This is an optimization exercise on Yosys and OpenROAD, whose aim is a short achievable clock period and few clock cycles, not a production implementation.
Function was checked by simulation only, so behaviour that the tests miss may differ from the original.

==> v26: inputs <==
==> flow/design.v (excerpt) <==
module cpu_top
    (
    input clk,
    input rst_n,
    input [31:0] inst_mem_data_i,
    output [31:0] inst_mem_addr_o,
    output [31:0] data_mem_data_o,
    input [31:0] data_mem_data_i,
    output [31:0] data_mem_addr_i,
    output data_mem_we_i,
    output [3:0] data_mem_wstrb_i,
    output data_mem_re_i
    );
==> flow/config.mk <==
export PLATFORM = sky130hd
export DESIGN_NAME = cpu_top
export DESIGN_NICKNAME = cpu_top
export VERILOG_FILES = /design/flow/design.v
export SDC_FILE = /design/flow/constraint.sdc
export NUM_CORES = 4
export LEC_CHECK = 0
export ABC_CLOCK_PERIOD_IN_PS = 3500
export CAP_MARGIN = 20
export CORE_MARGIN = 2
export CORE_UTILIZATION = 40
export PLACE_DENSITY = 0.6
export SLEW_MARGIN = 20
==> flow/constraint.sdc <==
create_clock -name core_clock -period 12.0 [get_ports {clk}]
set_input_delay 2.4000 -clock core_clock [delete_from_list [all_inputs] [get_ports {clk}]]
set_output_delay 2.4000 -clock core_clock [all_outputs]
set_load 0.01 [all_outputs]
standard.sh (not shown) runs the stock make flow with config.mk's settings and CLKGATE_MAP_FILE= SYNTH_SCRIPT=/design/flow/synth_recipe.tcl, a recipe that flattens the netlist after the stock synthesis.
==> flow/flow/run.sh <==
#!/bin/bash
set -euo pipefail
bash standard.sh SETUP_SLACK_MARGIN=8 finish > standard_flow.log 2>&1
==> v30: changes against v26 <==
--- a/flow/design.v
+++ b/flow/design.v
@@ -15,23 +15,30 @@
 reg [31:2] pc_f;
 reg        d_valid;
 reg        d_btb;       
 reg [31:0] d_inst;
 reg [31:2] d_pc;
+reg [31:0] d_rs1_oh, d_rs2_oh;    
+reg [31:2] d_pc4;       
 reg        x_kill;      
 reg        e_rw, e_load, e_store, e_jalr;
 reg        e_c_eq, e_c_ne, e_c_lt, e_c_ge, e_c_ltu, e_c_geu;
-reg        e_s_add, e_s_sub, e_s_slt, e_s_sltu, e_s_xor, e_s_or, e_s_and,
+reg        e_s_slt, e_s_sltu, e_s_xor, e_s_or, e_s_and,
            e_s_sll, e_s_srl, e_s_sra, e_s_link;
 reg        e_fa_m, e_fb_m;
 reg        e_p_ee, e_p_em, e_p_me;
-reg        e_bad;       
+reg        e_add_ee, e_add_em, e_add_me, e_add_mm, e_sub_ee, e_sub_em, e_sub_me;
+reg        e_chk;       
 reg [31:2] e_tgt;       
+reg [31:2] e_fpc;       
 reg [31:0] e_rs1v, e_rs2v, e_imm, e_link;    
 reg [4:0]  e_rd;
 reg [2:0]  e_f3;
-reg        m_rw, m_load, m_we, m_jalr;
+reg        m_rw, m_load, m_we;
+reg        m_jr;        
+reg        m_bad;       
+reg        m_exr;       
 reg [31:0] m_res, m_addr, m_wdata;
 reg [31:2] m_jtgt;
 reg [3:0]  m_wstrb;
 reg [4:0]  m_rd;
 reg [2:0]  m_f3;
@@ -48,14 +55,13 @@
             if (w_rw && (w_rd == gi)) q <= w_res;
         end
         assign regs[gi] = q;
     end
 endgenerate
-wire m_redirect = m_jalr;                  
+wire m_redirect = m_jr | (m_bad & ~m_exr);  
 wire e_ok = ~x_kill & ~m_redirect;         
 wire ex_redirect;                          
-wire e_bad_v = e_bad & e_ok;               
 wire [31:0] inst = d_inst;
 wire [4:0]  op   = inst[6:2];
 wire [4:0]  rd   = inst[11:7];
 wire [2:0]  f3   = inst[14:12];
 wire [4:0]  rs1  = inst[19:15];
@@ -87,18 +93,18 @@
 wire jal_off4  = (imm_j == 32'd4);
 wire br_known  = same_rs | br_off4;                  
 wire br_known_taken = same_rs & br_eqtype & ~br_off4;
 wire br_pred_taken  = br_known ? br_known_taken : imm_b[31];
 wire br_check  = is_br & ~br_known;                  
-wire [31:2] pc_plus4_d = d_pc + 30'd1;
+wire [31:2] pc_plus4_d = d_pc4;
 wire jalr_x0    = (rs1 == 5'd0);
 wire jalr_fuse  = is_jalr & (jalr_x0 | (e_rw_v & e_s_link & (e_rd == rs1)));
 wire jalr_late  = is_jalr & ~jalr_fuse;
 wire [31:0] tgt_j  = {d_pc, 2'b00} + imm_j;
 wire [31:0] tgt_b  = {d_pc, 2'b00} + imm_b;
-wire [31:0] tgt_r  = (jalr_x0 ? 32'd0 : e_link) + imm_i;
-wire [31:0] d_tgt  = is_jal ? tgt_j : is_br ? tgt_b : {tgt_r[31:1], 1'b0};
+wire [31:0] tgt_r  = e_link + imm_i;
+wire [31:0] d_tgt  = is_jal ? tgt_j : is_br ? tgt_b : jalr_x0 ? {imm_i[31:1], 1'b0} : {tgt_r[31:1], 1'b0};
 wire d_taken = (is_jal & ~jal_off4) | (is_br & br_pred_taken) | jalr_fuse;
 wire [31:0] auipc_v = {d_pc[31:12] + inst[31:12], d_pc[11:2], 2'b00};
 wire [31:0] link_v  = is_lui   ? imm_u :
                       is_auipc ? auipc_v :
                       is_br    ? (br_pred_taken ? {pc_plus4_d, 2'b00} : tgt_b) :
@@ -113,12 +119,22 @@
 wire fa_m = a_from_e;
 wire fb_m = uses_rs2 & b_from_e;
 wire [31:0] m_final;
 wire [31:0] byp1 = a_from_m ? m_final : w_res;
 wire [31:0] byp2 = is_opimm ? imm_i : b_from_m ? m_final : w_res;
-wire [31:0] rf1  = (a_from_m | a_from_w) ? byp1 : regs[rs1];
-wire [31:0] rf2  = (is_opimm | b_from_m | b_from_w) ? byp2 : regs[rs2];
+reg  [31:0] rd1, rd2;
+integer ri;
+always @* begin
+    rd1 = 32'd0;
+    rd2 = 32'd0;
+    for (ri = 1; ri < 32; ri = ri + 1) begin
+        rd1 = rd1 | ({32{d_rs1_oh[ri]}} & regs[ri]);
+        rd2 = rd2 | ({32{d_rs2_oh[ri]}} & regs[ri]);
+    end
+end
+wire [31:0] rf1  = (a_from_m | a_from_w) ? byp1 : rd1;
+wire [31:0] rf2  = (is_opimm | b_from_m | b_from_w) ? byp2 : rd2;
 wire alu_r  = is_op;
 wire alu_i  = is_opimm;
 wire alu_ri = alu_r | alu_i;
 wire s_add  = alu_ri & (f3 == 3'b000) & ~(alu_r & f7b5);
 wire s_sub  = alu_r & (f3 == 3'b000) & f7b5;
@@ -139,41 +155,51 @@
 wire c_ltu = br_check & ((bf == 3'b110) ? ~br_pred_taken : (bf == 3'b111) ?  br_pred_taken : 1'b0);
 wire c_geu = br_check & ((bf == 3'b111) ? ~br_pred_taken : (bf == 3'b110) ?  br_pred_taken : 1'b0);
 wire [31:0] opa  = e_fa_m ? m_res : e_rs1v;
 wire [31:0] opb  = e_fb_m ? m_res : e_rs2v;
 wire [31:0] sdat = opb;
-wire [31:0] addr = opa + e_imm;       
+wire [31:0] addr_e = e_rs1v + e_imm;
+wire [31:0] addr_m = m_res + e_imm;
+wire [31:0] addr   = e_fa_m ? addr_m : addr_e;
 wire signed [31:0] opa_s = opa;
 wire signed [31:0] opb_s = opb;
-wire [31:0] sum  = opa + opb;
-wire [31:0] diff = opa - opb;
-wire        ltu  = (opa < opb);
-wire        lt   = (opa_s < opb_s);
+wire [31:0] sum_ee  = e_rs1v + e_rs2v;
+wire [31:0] sum_em  = e_rs1v + m_res;
+wire [31:0] sum_me  = m_res + e_rs2v;
+wire [31:0] sum_mm  = {m_res[30:0], 1'b0};
+wire [31:0] diff_ee = e_rs1v - e_rs2v;
+wire [31:0] diff_em = e_rs1v - m_res;
+wire [31:0] diff_me = m_res - e_rs2v;
 wire [31:0] sll  = opa << opb[4:0];
 wire [31:0] srl  = opa >> opb[4:0];
 wire [31:0] sra  = opa_s >>> opb[4:0];
-wire [31:0] alu_res =
-      ({32{e_s_add}}  & sum)
-    | ({32{e_s_sub}}  & diff)
-    | ({32{e_s_slt}}  & {31'b0, lt})
-    | ({32{e_s_sltu}} & {31'b0, ltu})
-    | ({32{e_s_xor}}  & (opa ^ opb))
-    | ({32{e_s_or}}   & (opa | opb))
-    | ({32{e_s_and}}  & (opa & opb))
-    | ({32{e_s_sll}}  & sll)
-    | ({32{e_s_srl}}  & srl)
-    | ({32{e_s_sra}}  & sra)
-    | ({32{e_s_link}} & e_link);
 wire signed [31:0] e_rs1v_s = e_rs1v;
 wire signed [31:0] e_rs2v_s = e_rs2v;
 wire signed [31:0] m_res_s  = m_res;
 wire eq_ee = (e_rs1v == e_rs2v), lt_ee = (e_rs1v_s < e_rs2v_s), ltu_ee = (e_rs1v < e_rs2v);
 wire eq_em = (e_rs1v == m_res),  lt_em = (e_rs1v_s < m_res_s),  ltu_em = (e_rs1v < m_res);
 wire eq_me = (m_res == e_rs2v),  lt_me = (m_res_s < e_rs2v_s),  ltu_me = (m_res < e_rs2v);
 wire b_eq  = (e_p_ee & eq_ee) | (e_p_em & eq_em) | (e_p_me & eq_me);
 wire b_lt  = (e_p_ee & lt_ee) | (e_p_em & lt_em) | (e_p_me & lt_me);
 wire b_ltu = (e_p_ee & ltu_ee) | (e_p_em & ltu_em) | (e_p_me & ltu_me);
+wire [31:0] alu_res =
+      ({32{e_add_ee}} & sum_ee)
+    | ({32{e_add_em}} & sum_em)
+    | ({32{e_add_me}} & sum_me)
+    | ({32{e_add_mm}} & sum_mm)
+    | ({32{e_sub_ee}} & diff_ee)
+    | ({32{e_sub_em}} & diff_em)
+    | ({32{e_sub_me}} & diff_me)
+    | ({32{e_s_slt}}  & {31'b0, b_lt})
+    | ({32{e_s_sltu}} & {31'b0, b_ltu})
+    | ({32{e_s_xor}}  & (opa ^ opb))
+    | ({32{e_s_or}}   & (opa | opb))
+    | ({32{e_s_and}}  & (opa & opb))
+    | ({32{e_s_sll}}  & sll)
+    | ({32{e_s_srl}}  & srl)
+    | ({32{e_s_sra}}  & sra)
+    | ({32{e_s_link}} & e_link);
 wire k_eq = e_c_eq & e_ok, k_ne = e_c_ne & e_ok, k_lt = e_c_lt & e_ok, k_ge = e_c_ge & e_ok,
      k_ltu = e_c_ltu & e_ok, k_geu = e_c_geu & e_ok;
 assign ex_redirect = (k_eq & b_eq) | (k_ne & ~b_eq) | (k_lt & b_lt) | (k_ge & ~b_lt) |
                      (k_ltu & b_ltu) | (k_geu & ~b_ltu);
 wire [1:0]  alo = addr[1:0];
@@ -194,46 +220,44 @@
 localparam BTB_N = 16;
 reg [BTB_N-1:0] btb_v;
 reg [13:6]      btb_tag [0:BTB_N-1];
 reg [15:2]      btb_tgt [0:BTB_N-1];    
 wire [3:0]  f_idx  = pc_f[5:2];
-wire        f_hit  = btb_v[f_idx] & (btb_tag[f_idx] == pc_f[13:6]);
-wire [31:2] f_tgt  = {pc_f[31:16], btb_tgt[f_idx]};
+reg         f_hit;
+reg  [15:2] f_tgt_lo;
+integer bi;
+always @* begin
+    f_hit    = 1'b0;
+    f_tgt_lo = 14'd0;
+    for (bi = 0; bi < BTB_N; bi = bi + 1) begin
+        if (btb_v[bi] && (f_idx == bi) && (btb_tag[bi] == pc_f[13:6])) begin
+            f_hit    = 1'b1;
+            f_tgt_lo = f_tgt_lo | btb_tgt[bi];
+        end
+    end
+end
+wire [31:2] f_tgt  = {pc_f[31:16], f_tgt_lo};
 wire d_fix = d_btb ? (~d_taken & ~jalr_late) : d_taken;
-wire d_bad = d_btb & d_taken & (pc_f != d_tgt[31:2]);
 wire d_redirect = d_valid & d_fix & ~stall;
 wire [31:2] d_next = d_taken ? d_tgt[31:2] : pc_plus4_d;
 wire [3:0]  d_idx  = d_pc[5:2];
 wire d_go = d_valid & ~stall;    
-always @(posedge clk or negedge rst_n) begin
+wire [31:2] pc_other = m_redirect ? m_jtgt : stall ? pc_f : d_redirect ? d_next :
+                       f_hit ? f_tgt : pc_f + 30'd1;
+wire d_valid_other   = m_redirect ? 1'b0 : stall ? d_valid : ~d_redirect;
+always @(posedge clk) begin
     if (~rst_n) begin
         pc_f    <= 30'd0;
         d_valid <= 1'b0;
         d_btb   <= 1'b0;
     end else begin
-        if (m_redirect) begin
-            pc_f    <= m_jtgt;
-            d_valid <= 1'b0;
-        end else if (ex_redirect) begin
-            pc_f    <= e_link[31:2];
-            d_valid <= 1'b0;
-        end else if (e_bad_v) begin
-            pc_f    <= e_tgt;
-            d_valid <= 1'b0;
-        end else if (!stall) begin
-            if (d_redirect) begin
-                pc_f    <= d_next;
-                d_valid <= 1'b0;
-            end else begin
-                pc_f    <= f_hit ? f_tgt : pc_f + 30'd1;
-                d_valid <= 1'b1;
-            end
-        end
+        pc_f    <= ex_redirect ? e_link[31:2] : pc_other;
+        d_valid <= ~ex_redirect & d_valid_other;
         if (!stall) d_btb <= f_hit;
     end
 end
-always @(posedge clk or negedge rst_n) begin
+always @(posedge clk) begin
     if (~rst_n) begin
         btb_v <= {BTB_N{1'b0}};
     end else begin
         if (d_valid & ~jalr_late)
             btb_v[d_idx] <= d_taken ? 1'b1 : (d_btb ? 1'b0 : btb_v[d_idx]);
@@ -245,23 +269,26 @@
         btb_tgt[d_idx] <= d_tgt[15:2];
     end
 end
 always @(posedge clk) begin
     if (!stall) begin
-        d_inst <= inst_mem_data_i;
-        d_pc   <= pc_f;
+        d_inst   <= inst_mem_data_i;
+        d_pc     <= pc_f;
+        d_rs1_oh <= 32'd1 << inst_mem_data_i[19:15];
+        d_rs2_oh <= 32'd1 << inst_mem_data_i[24:20];
+        d_pc4    <= pc_f + 30'd1;
     end
 end
-always @(posedge clk or negedge rst_n) begin
+always @(posedge clk) begin
     if (~rst_n) begin
         x_kill <= 1'b0;
-        e_bad  <= 1'b0;
+        e_chk  <= 1'b0;
         e_rw <= 1'b0; e_load <= 1'b0; e_store <= 1'b0; e_jalr <= 1'b0;
         e_c_eq <= 1'b0; e_c_ne <= 1'b0; e_c_lt <= 1'b0; e_c_ge <= 1'b0; e_c_ltu <= 1'b0; e_c_geu <= 1'b0;
     end else begin
-        x_kill  <= ex_redirect | m_redirect | e_bad_v;
-        e_bad   <= d_go & d_bad;
+        x_kill  <= ex_redirect | m_redirect;
+        e_chk   <= d_go & d_btb & d_taken;
         e_rw    <= d_go & d_rw;
         e_load  <= d_go & is_load;
         e_store <= d_go & is_store;
         e_jalr  <= d_go & jalr_late;
         e_c_eq  <= d_go & c_eq;
@@ -271,43 +298,50 @@
         e_c_ltu <= d_go & c_ltu;
         e_c_geu <= d_go & c_geu;
     end
 end
 always @(posedge clk) begin
-    e_s_add <= s_add; e_s_sub <= s_sub; e_s_slt <= s_slt; e_s_sltu <= s_sltu;
+    e_s_slt <= s_slt; e_s_sltu <= s_sltu;
     e_s_xor <= s_xor; e_s_or <= s_or; e_s_and <= s_and;
     e_s_sll <= s_sll; e_s_srl <= s_srl; e_s_sra <= s_sra; e_s_link <= s_link;
     e_fa_m <= fa_m; e_fb_m <= fb_m;
-    e_p_ee <= is_br & ~fa_m & ~fb_m; e_p_em <= is_br & ~fa_m & fb_m; e_p_me <= is_br & fa_m & ~fb_m;
+    e_p_ee <= ~fa_m & ~fb_m; e_p_em <= ~fa_m & fb_m; e_p_me <= fa_m & ~fb_m;
+    e_add_ee <= s_add & ~fa_m & ~fb_m; e_add_em <= s_add & ~fa_m & fb_m;
+    e_add_me <= s_add & fa_m & ~fb_m;  e_add_mm <= s_add & fa_m & fb_m;
+    e_sub_ee <= s_sub & ~fa_m & ~fb_m; e_sub_em <= s_sub & ~fa_m & fb_m;
+    e_sub_me <= s_sub & fa_m & ~fb_m;   
     e_rs1v <= rf1;
     e_rs2v <= rf2;
     e_imm  <= is_store ? imm_s : imm_i;
     e_link <= link_v;
     e_tgt  <= d_tgt[31:2];
+    e_fpc  <= pc_f;
     e_rd   <= rd;
     e_f3   <= f3;
 end
-always @(posedge clk or negedge rst_n) begin
+always @(posedge clk) begin
     if (~rst_n) begin
-        m_rw <= 1'b0; m_load <= 1'b0; m_we <= 1'b0; m_jalr <= 1'b0;
+        m_rw <= 1'b0; m_load <= 1'b0; m_we <= 1'b0; m_jr <= 1'b0; m_bad <= 1'b0; m_exr <= 1'b0;
     end else begin
         m_rw   <= e_rw & e_ok;
         m_load <= e_load & e_ok;
         m_we   <= e_store & e_ok;
-        m_jalr <= e_jalr & e_ok;
+        m_jr  <= e_jalr & e_ok;
+        m_bad <= e_chk & (e_tgt != e_fpc) & e_ok;
+        m_exr <= ex_redirect;
     end
 end
 always @(posedge clk) begin
     m_res   <= alu_res;
     m_addr  <= addr;
-    m_jtgt  <= addr[31:2];
+    m_jtgt  <= e_jalr ? addr[31:2] : e_tgt;
     m_wdata <= st_data;
     m_wstrb <= st_strb;
     m_rd    <= e_rd;
     m_f3    <= e_f3;
 end
-always @(posedge clk or negedge rst_n) begin
+always @(posedge clk) begin
     if (~rst_n) w_rw <= 1'b0;
     else        w_rw <= m_rw;
 end
 always @(posedge clk) begin
     w_res <= m_final;
==> flow/flow/run.sh (replaced) <==
#!/bin/bash
set -euo pipefail
bash standard.sh SETUP_SLACK_MARGIN=8.7 "BUFFER_PORTS_ARGS=-buffer_cell sky130_fd_sc_hd__buf_4" finish > standard_flow.log 2>&1
==> v24: changes against v26 <==
==> flow/flow/run.sh (replaced) <==
#!/bin/bash
set -euo pipefail
bash standard.sh SETUP_SLACK_MARGIN=8.7 finish > standard_flow.log 2>&1
==> flow_metrics.tcl <==
set metrics [dict create \
    outcome "timing/DRC/antenna clean" \
    num-nonclk-buffers 1048 \
    dpl.hpwl_um 264000 \
    multi_input_area_um2 45300 \
    sh_seq_area_pct 42.6 \
]
The numbers above come from v24.

==> flow_metrics.tcl <==
set metrics [dict create \
    outcome "timing/DRC/antenna clean" \
    die_h_um 481 \
    max_stage_delay_ns 0.64 \
    multi_input_area_um2 42000 \
    num-nonclk-buffers 692 \
    dpl.hpwl_um 258000 \
]
The numbers above come from v26.

==> flow_metrics.tcl <==
set metrics [dict create \
    outcome "timing/DRC/antenna clean" \
    min_from "m_rd[1]" \
    synth-compound-area-share_pct 21.4 \
    multi_input_area_um2 49000 \
    ctsHoldBuffers 0 \
    wl_per_cell_um 37.6 \
    timing.critical_path.from_type "flop" \
    num-nonclk-buffers 1016 \
]
The numbers above come from v30.

Testbench counts of v26, summed over its fixed seeds: cycles 31,675.
Testbench counts of v30, summed over its fixed seeds: cycles 31,675.
Testbench counts of v24, summed over its fixed seeds: cycles 31,675.

## port drivers added, routing unchanged
The flow's constraints put no driver on any port. The routed layouts listed below were extracted and timed again, unchanged, in two steps. Step 1 (the two cells are an assumption about what drives the block):
set clk [get_ports {clk}]
set_driving_cell -lib_cell sky130_fd_sc_hd__clkbuf_16 $clk
set_driving_cell -lib_cell sky130_fd_sc_hd__buf_2 [delete_from_list [all_inputs] $clk]
Step 2 adds t to the input delays and takes it off the output delays; t is the mean of the earliest and latest rising clock arrival at the registers after step 1. Input paths then give back, and output paths get back, about the clock's delay inside the block. Three values: ideal, step 1, step 2; two values: the first two.
run | shift t [ns] | slack for setup (ns) | worst slew at a driven data input, ns | cell pins on the clock port's net
v26 | 0.958 | 7.140 / 7.140 / 7.140 | 0.04 | 1
v30 | 0.968 | 8.114 / 8.030 / 7.588 | 0.15 | 1
v24 | 0.952 | 7.184 / 7.184 / 7.184 | 0.07 | 1
After both steps every run listed still meets setup and hold. The setup slack of v30, which loses most, moves by -0.084 ns with the drivers and by -0.526 ns with both steps.
